From an optimization exercise on the open Yosys and OpenROAD flow, aimed at small area; shortcuts taken in it are not production practice.
The RTL was checked by simulation tests, not by an equivalence proof against the original design.
Power and IR drop assume default switching activity.

--- flow/run.sh ---
#!/bin/bash
# synth_recipe.tcl (not shown) runs the flow's synth.tcl, then flattens the netlist and writes it again
# the make line also repeats each setting of config.mk as NAME=value (left out here)
make -C /OpenROAD-flow-scripts/flow DESIGN_CONFIG=/design/flow/config.mk WORK_HOME=/design/flow/orfs CLKGATE_MAP_FILE= SYNTH_SCRIPT=/design/flow/synth_recipe.tcl finish
--- flow/config.mk ---
export PLATFORM = sky130hd
export DESIGN_NAME = metro_istasyonu
export DESIGN_NICKNAME = metro_istasyonu
export VERILOG_FILES = /design/flow/design.v
export SDC_FILE = /design/flow/constraint.sdc
export NUM_CORES = 4
export LEC_CHECK = 0
export CAP_MARGIN = 20
export CORE_MARGIN = 2
export CORE_UTILIZATION = 40
export SLEW_MARGIN = 20
--- flow/constraint.sdc ---
create_clock -name core_clock -period 10.0 [get_ports {clk}]
set_input_delay 2.0000 -clock core_clock [delete_from_list [all_inputs] [get_ports {clk}]]
set_output_delay 2.0000 -clock core_clock [all_outputs]
set_load 0.01 [all_outputs]
--- flow/design.v ---
`timescale 1ns / 1ps
module metro_istasyonu #(
    parameter [31:0] HALF_PERIOD = 32'd1000,
    parameter SCAN_BIT = 6
)(
    input clk,
    input rst,
    input switch_yon,
    input [5:0] switch_first,
    output dp,
    output [6:0] sseg,
    output [3:0] an,
    output [5:0] leds
    );
    localparam [10:0] DV_LAST = 2*HALF_PERIOD - 1;
    localparam [10:0] DV_LOOP = 2;
    assign dp = 1'b1;
    reg [SCAN_BIT+1:0] count;
    reg [10:0] dv;
    reg [4:0] sec;       
    reg [5:0] s;         
    reg [5:0] st;        
    reg yon;
    reg [3:0] rot;       
    reg [6:0] sseg_r;
    reg [3:0] an_r;
    wire tick = (dv == DV_LAST);
    wire run = (s != 6'd0);
    wire [5:0] durak = run ? st : 6'd0;
    function [6:0] rom(input [6:0] a);
        case (a)
            7'd0: rom = 7'b0001000;
            7'd1: rom = 7'b0001001;
            7'd2: rom = 7'b0001000;
            7'd3: rom = 7'b1111111;
            7'd4: rom = 7'b1100000;
            7'd5: rom = 7'b1111001;
            7'd6: rom = 7'b0001001;
            7'd7: rom = 7'b0001000;
            7'd8: rom = 7'b1111111;
            7'd9: rom = 7'b1111111;
            7'd10: rom = 7'b1111111;
            7'd11: rom = 7'b1111111;
            7'd16: rom = 7'b1100000;
            7'd17: rom = 7'b0001000;
            7'd18: rom = 7'b1001000;
            7'd19: rom = 7'b0110001;
            7'd20: rom = 7'b0110000;
            7'd21: rom = 7'b1111111;
            7'd22: rom = 7'b1100000;
            7'd23: rom = 7'b0001000;
            7'd24: rom = 7'b1001000;
            7'd25: rom = 7'b0110001;
            7'd26: rom = 7'b0110000;
            7'd27: rom = 7'b1111111;
            7'd32: rom = 7'b0100100;
            7'd33: rom = 7'b0011000;
            7'd34: rom = 7'b0000001;
            7'd35: rom = 7'b1111010;
            7'd36: rom = 7'b1111111;
            7'd37: rom = 7'b0100100;
            7'd38: rom = 7'b0001000;
            7'd39: rom = 7'b1110001;
            7'd40: rom = 7'b0000001;
            7'd41: rom = 7'b0001001;
            7'd42: rom = 7'b1000001;
            7'd43: rom = 7'b1111111;
            7'd48: rom = 7'b0100001;
            7'd49: rom = 7'b0001000;
            7'd50: rom = 7'b1111010;
            7'd51: rom = 7'b0001000;
            7'd52: rom = 7'b1000011;
            7'd53: rom = 7'b1111111;
            7'd54: rom = 7'b0100001;
            7'd55: rom = 7'b0001000;
            7'd56: rom = 7'b1111010;
            7'd57: rom = 7'b0001000;
            7'd58: rom = 7'b1000011;
            7'd59: rom = 7'b1111111;
            7'd64: rom = 7'b1000100;
            7'd65: rom = 7'b1000010;
            7'd66: rom = 7'b1100000;
            7'd67: rom = 7'b1111111;
            7'd68: rom = 7'b1000100;
            7'd69: rom = 7'b1000010;
            7'd70: rom = 7'b1100000;
            7'd71: rom = 7'b1111111;
            7'd72: rom = 7'b1000100;
            7'd73: rom = 7'b1000010;
            7'd74: rom = 7'b1100000;
            7'd75: rom = 7'b1111111;
            7'd80: rom = 7'b1110000;
            7'd81: rom = 7'b0001001;
            7'd82: rom = 7'b0001001;
            7'd83: rom = 7'b1111111;
            7'd84: rom = 7'b1110000;
            7'd85: rom = 7'b0001001;
            7'd86: rom = 7'b0001001;
            7'd87: rom = 7'b1111111;
            7'd88: rom = 7'b1110000;
            7'd89: rom = 7'b0001001;
            7'd90: rom = 7'b0001001;
            7'd91: rom = 7'b1111111;
            default: rom = 7'b1111111;
        endcase
    endfunction
    reg [2:0] idx;
    always @* begin
        case (durak)
            6'b000001: idx = 3'd0;
            6'b000010: idx = 3'd1;
            6'b000100: idx = 3'd2;
            6'b001000: idx = 3'd3;
            6'b010000: idx = 3'd4;
            6'b100000: idx = 3'd5;
            default:   idx = 3'd7;
        endcase
    end
    wire [1:0] dig = count[SCAN_BIT+1:SCAN_BIT];
    wire [3:0] pos_s = rot + {2'b00, dig};
    wire [3:0] pos = (pos_s >= 4'd12) ? pos_s - 4'd12 : pos_s;
    wire load = (switch_first != s);
    wire [5:0] dk = load ? switch_first : durak;
    wire nz = (dk != 6'd0);
    wire [3:0] rot_l = load ? 4'd0 : rot;
    wire [3:0] rot_i = (rot_l == 4'd11) ? 4'd0 : rot_l + 4'd1;
    wire yon_l = load ? switch_yon : yon;
    wire yon_n = (dk == 6'b100000) ? 1'b1 : (dk == 6'b000001) ? 1'b0 : yon_l;
    always @(posedge clk) begin
        if (rst) begin
            count <= 0;
            dv <= 11'd0;
            sec <= 5'd0;
            s <= 6'd0;
            sseg_r <= 7'b1111111;
            an_r <= 4'b0000;
        end else begin
            if (sec <= 5'd19) begin
                sseg_r <= rom({idx, pos});
                an_r <= ~(4'b0001 << dig);
            end else begin
                sseg_r <= 7'b1111111;
                an_r <= 4'b1111;
            end
            count <= count + 1'b1;
            dv <= tick ? DV_LOOP : dv + 1'b1;
            if (tick) begin
                s <= switch_first;
                if (load && switch_first != 6'd0) st <= switch_first;
                if (load) yon <= switch_yon;
                if (sec != 5'd0 && sec != 5'd23) rot <= rot_i;
                else rot <= rot_l;
                if (nz) begin
                    if (sec == 5'd23) begin
                        sec <= 5'd0;
                        rot <= 4'd0;
                        yon <= yon_n;
                        st <= yon_n ? {1'b0, dk[5:1]} : {dk[4:0], 1'b0};
                    end else begin
                        sec <= sec + 1'b1;
                    end
                end
            end
        end
    end
    assign sseg = sseg_r;
    assign an = an_r;
    assign leds = (sec != 5'd0 && sec <= 5'd20) ? st : 6'd0;
endmodule
==> flow_summary.json <==
{
  "fin_area_mm2": 0.004085,
  "placed_cells": 559,
  "track_usage_pct": 17.50,
  "start_util_pct": 40.65,
  "status": "finished clean",
  "firstDrtPassIters": 4,
  "yosysWarnings": 1,
  "grt_pass1_vias": 3085,
  "ys_ff_latch": 52,
  "hold_buffers": 0,
  "combinationalPowerShare_pct": 6.2,
  "drt-vias-per-instance": 5.787,
  "rsz0062_at_grt": "no",
  "synthArstFlopShare_pct": 0,
  "pwr-share-seq_pct": 57.5,
  "pre_cts_slack_ps": 5104,
  "layout.cells.most_common": "nor2_1",
  "dieWidth_um": 100.2,
  "syn_to_final_growth_pct": 10.34,
  "clock_sinks": 52,
  "min_period_ps": 4582,
  "synth_area_mm2": 0.003702,
  "clock.fmax_mhz": 218.2,
  "tritoncts": "done",
  "numPortBuffers": 25,
  "cts-root-buf": "clkbuf_8",
  "p_int_uw": 293.5,
  "relSlewSlack_pct": 35.67,
  "ir_worst_vdd_v": 0.00006731,
  "r2r-start": "count[6]",
  "synth_ff_type": "dfxtp_1",
  "tightest_slew_ps": 963.0,
  "wl_mm": 8.710,
  "drv_slew": 0,
  "arrival_ps": 4610,
  "leakage_nw": 1.453,
  "htreeDepth": 2,
  "overflow": 0,
  "synth-seq-area-share_pct": 31.09,
  "antenna_found_initial": 0,
  "drt_iter0_markers": 176,
  "startpoint": "switch_first[3]",
  "grt_pass1_wl_mm": 14.56,
  "clk_latency_ps": 310,
  "synth_cells": 450,
  "regArea_mm2": 0.001151,
  "pin_count": 27,
  "cts.repair.resized": 0,
  "clockBufferDepth": 2,
  "syn_nets": 474,
  "powerDensity_mw_per_mm2": 92.89,
  "synth_cell_types": 74,
  "finalClockSkew_ps": 9.048,
  "hp-start": "count[0]",
  "total_power_uw": 379.5,
  "nets": 479,
  "min_path_type": "register to register",
  "final_util_pct": 44.85,
  "tns_ps": 0,
  "hold_viol": 0,
  "drive_above_1_share_pct": 5.263,
  "antenna_left": 0,
  "netSwitchingFraction_pct": 22.65,
  "avgSynthCellArea_um2": 8.227,
  "critPathMaxFanout": 21,
  "stdcell_count": 567,
  "setup_violations": 0,
  "path_clk_slew_ps": 100,
  "post_cts_buffers": 0,
  "placed_cell_area_mm2": 0.003979,
  "cts_inserted_buffers": 5,
  "final.fill_count": 905,
  "critical_path_class": "input port to register",
  "cp-end-kind": "register",
  "coreArea_mm2": 0.009109,
  "rows": 35,
  "p_sw_uw": 85.96,
  "vias": 3281,
  "antenna_cells": 0,
  "holdWs_ps": 440.2,
  "hpwl_mm": 6.322,
  "layout_common_cells": "nor2_1, dfxtp_1, a21oi_1",
  "fin_crit_sh_pct": 45.82,
  "required_ps": 10030,
  "synth_top_area_cell": "dfxtp_1",
  "critPathLaunchType": "input port",
  "routabilityCongestion": 0.8667,
  "grt_max_degree": 31,
  "setup_ws_ps": 5418,
  "dieArea_mm2": 0.01004,
  "synth_top_area_share_pct": 22.17,
  "drc_errors": 0,
  "multi_input_area_mm2": 0.002371,
  "wire_per_inst_um": 15.36,
  "die_height_um": 100.2,
  "drv_cap": 0,
  "synth.area.top_cells": "dfxtp_1, edfxtp_1, nor2_1",
  "power_frac_clock_pct": 36.3,
  "synth_edf_count": 11
}
-- critical path: stages --
cell	delay [ps]
clkdlybuf4s50_1	580
xnor2_1	160
nand4_1	180
or2_1	520
a22o_2	430
o21a_1	370
a221oi_1	280
a31oi_1	80
-- cell usage after synthesis (3+ instances only) --
cell and count:
a211o_1 3, a211oi_1 5, a21oi_1 31, a221oi_1 4, a22o_1 7, a22oi_1 7, a311oi_1 5, a31oi_1 8
and2_1 9, and3_1 7, buf_2 9, clkbuf_1 17, dfxtp_1 41, edfxtp_1 11, ha_1 14, inv_1 15
mux2i_1 14, nand2_1 28, nand2b_1 3, nand3_1 15, nand4_1 5, nor2_1 60, nor2b_1 5, nor3_1 8
o21ai_0 18, o21ai_1 6, o22ai_1 6, or3_1 3, xnor2_1 16, xor2_1 14
-- registers in the layout, summed over array words and instances, names as in the netlist --
register  flops
s             6
st            6
dv           11
sseg_r        7
yon           1
an_r          4
count         8
rot           4
sec           5
-- layout make-up --
cell class	count	area share, %
multi-input combinational	354	58.04
inverter	16	1.470
tap	111	3.400
timing repair buffer	26	6.309
clock buffer	7	2.389
clock inverter	1	0.2144
sequential	52	28.18
-- worst paths after layout --
kind	to	slack, ps	cells after the start
min	count[0]	440	1
min reg2reg	count[0]	440	1
max reg2reg	sseg_r[1]	6320	12
max	st[4]	5420	8
-- metal layers --
layer | vias to the layer above | wire, um | GRT usage [%]
li1 | 1660 | - | -
met1 | 1556 | 4068 | 23.64
met2 | 63 | 4313 | 30.56
met3 | 2 | 299 | 2.298
met4 | 0 | 29 | 2.529
met5 | - | 0 | 0
-- kinds of logic after synthesis --
group	after synthesis	synth area share, %
buf+inv	44	4.866
simple gates	159	20.95
other cells	1	0.1013
xor+xnor	31	7.536
mux	18	5.306
flops	52	31.09
compound gates	130	24.87
fa+ha+maj	15	5.272
-- power by group through the flow --
stage / combinational (mW) / sequential [mW] / clock, mW
5_1_grt: 0.0256 / 0.219 / 0.154
2_1_floorplan: 0.0146 / 0.223 / 0
3_5_place_dp: 0.0235 / 0.223 / 0
3_3_place_gp: 0.0232 / 0.223 / 0
6_report: 0.0235 / 0.218 / 0.138
4_1_cts: 0.0235 / 0.218 / 0.144

static timing again, ports no longer ideal:
How much do the figures lean on ideal ports? The routed layout below was timed once more, with nothing changed but the port constraints. Step 1: set_driving_cell puts a clkbuf_16 on clk and a buf_2 on each other input, an assumption about the parent block. Step 2 adds t to the input delays and takes it off the output delays; t is the mean of the earliest and latest rising clock arrival at the registers after step 1. Input paths then give back, and output paths get back, about the clock's delay inside the block. a / b / c = ideal ports / drivers / drivers and shift; a / b = the first two.
shift t [ns]: 0.334
setup WS [ns]: 5.418 / 5.427 / 5.093
hold WS [ns]: 0.440 / 0.440 / 0.440
worst register clock-pin slew, ns: 0.10 / 0.10
worst data-port slew with drivers (ns): 0.03
After both steps this run still meets setup and hold. The setup slack of this run moves by +0.009 ns with the drivers and by -0.325 ns with both steps.
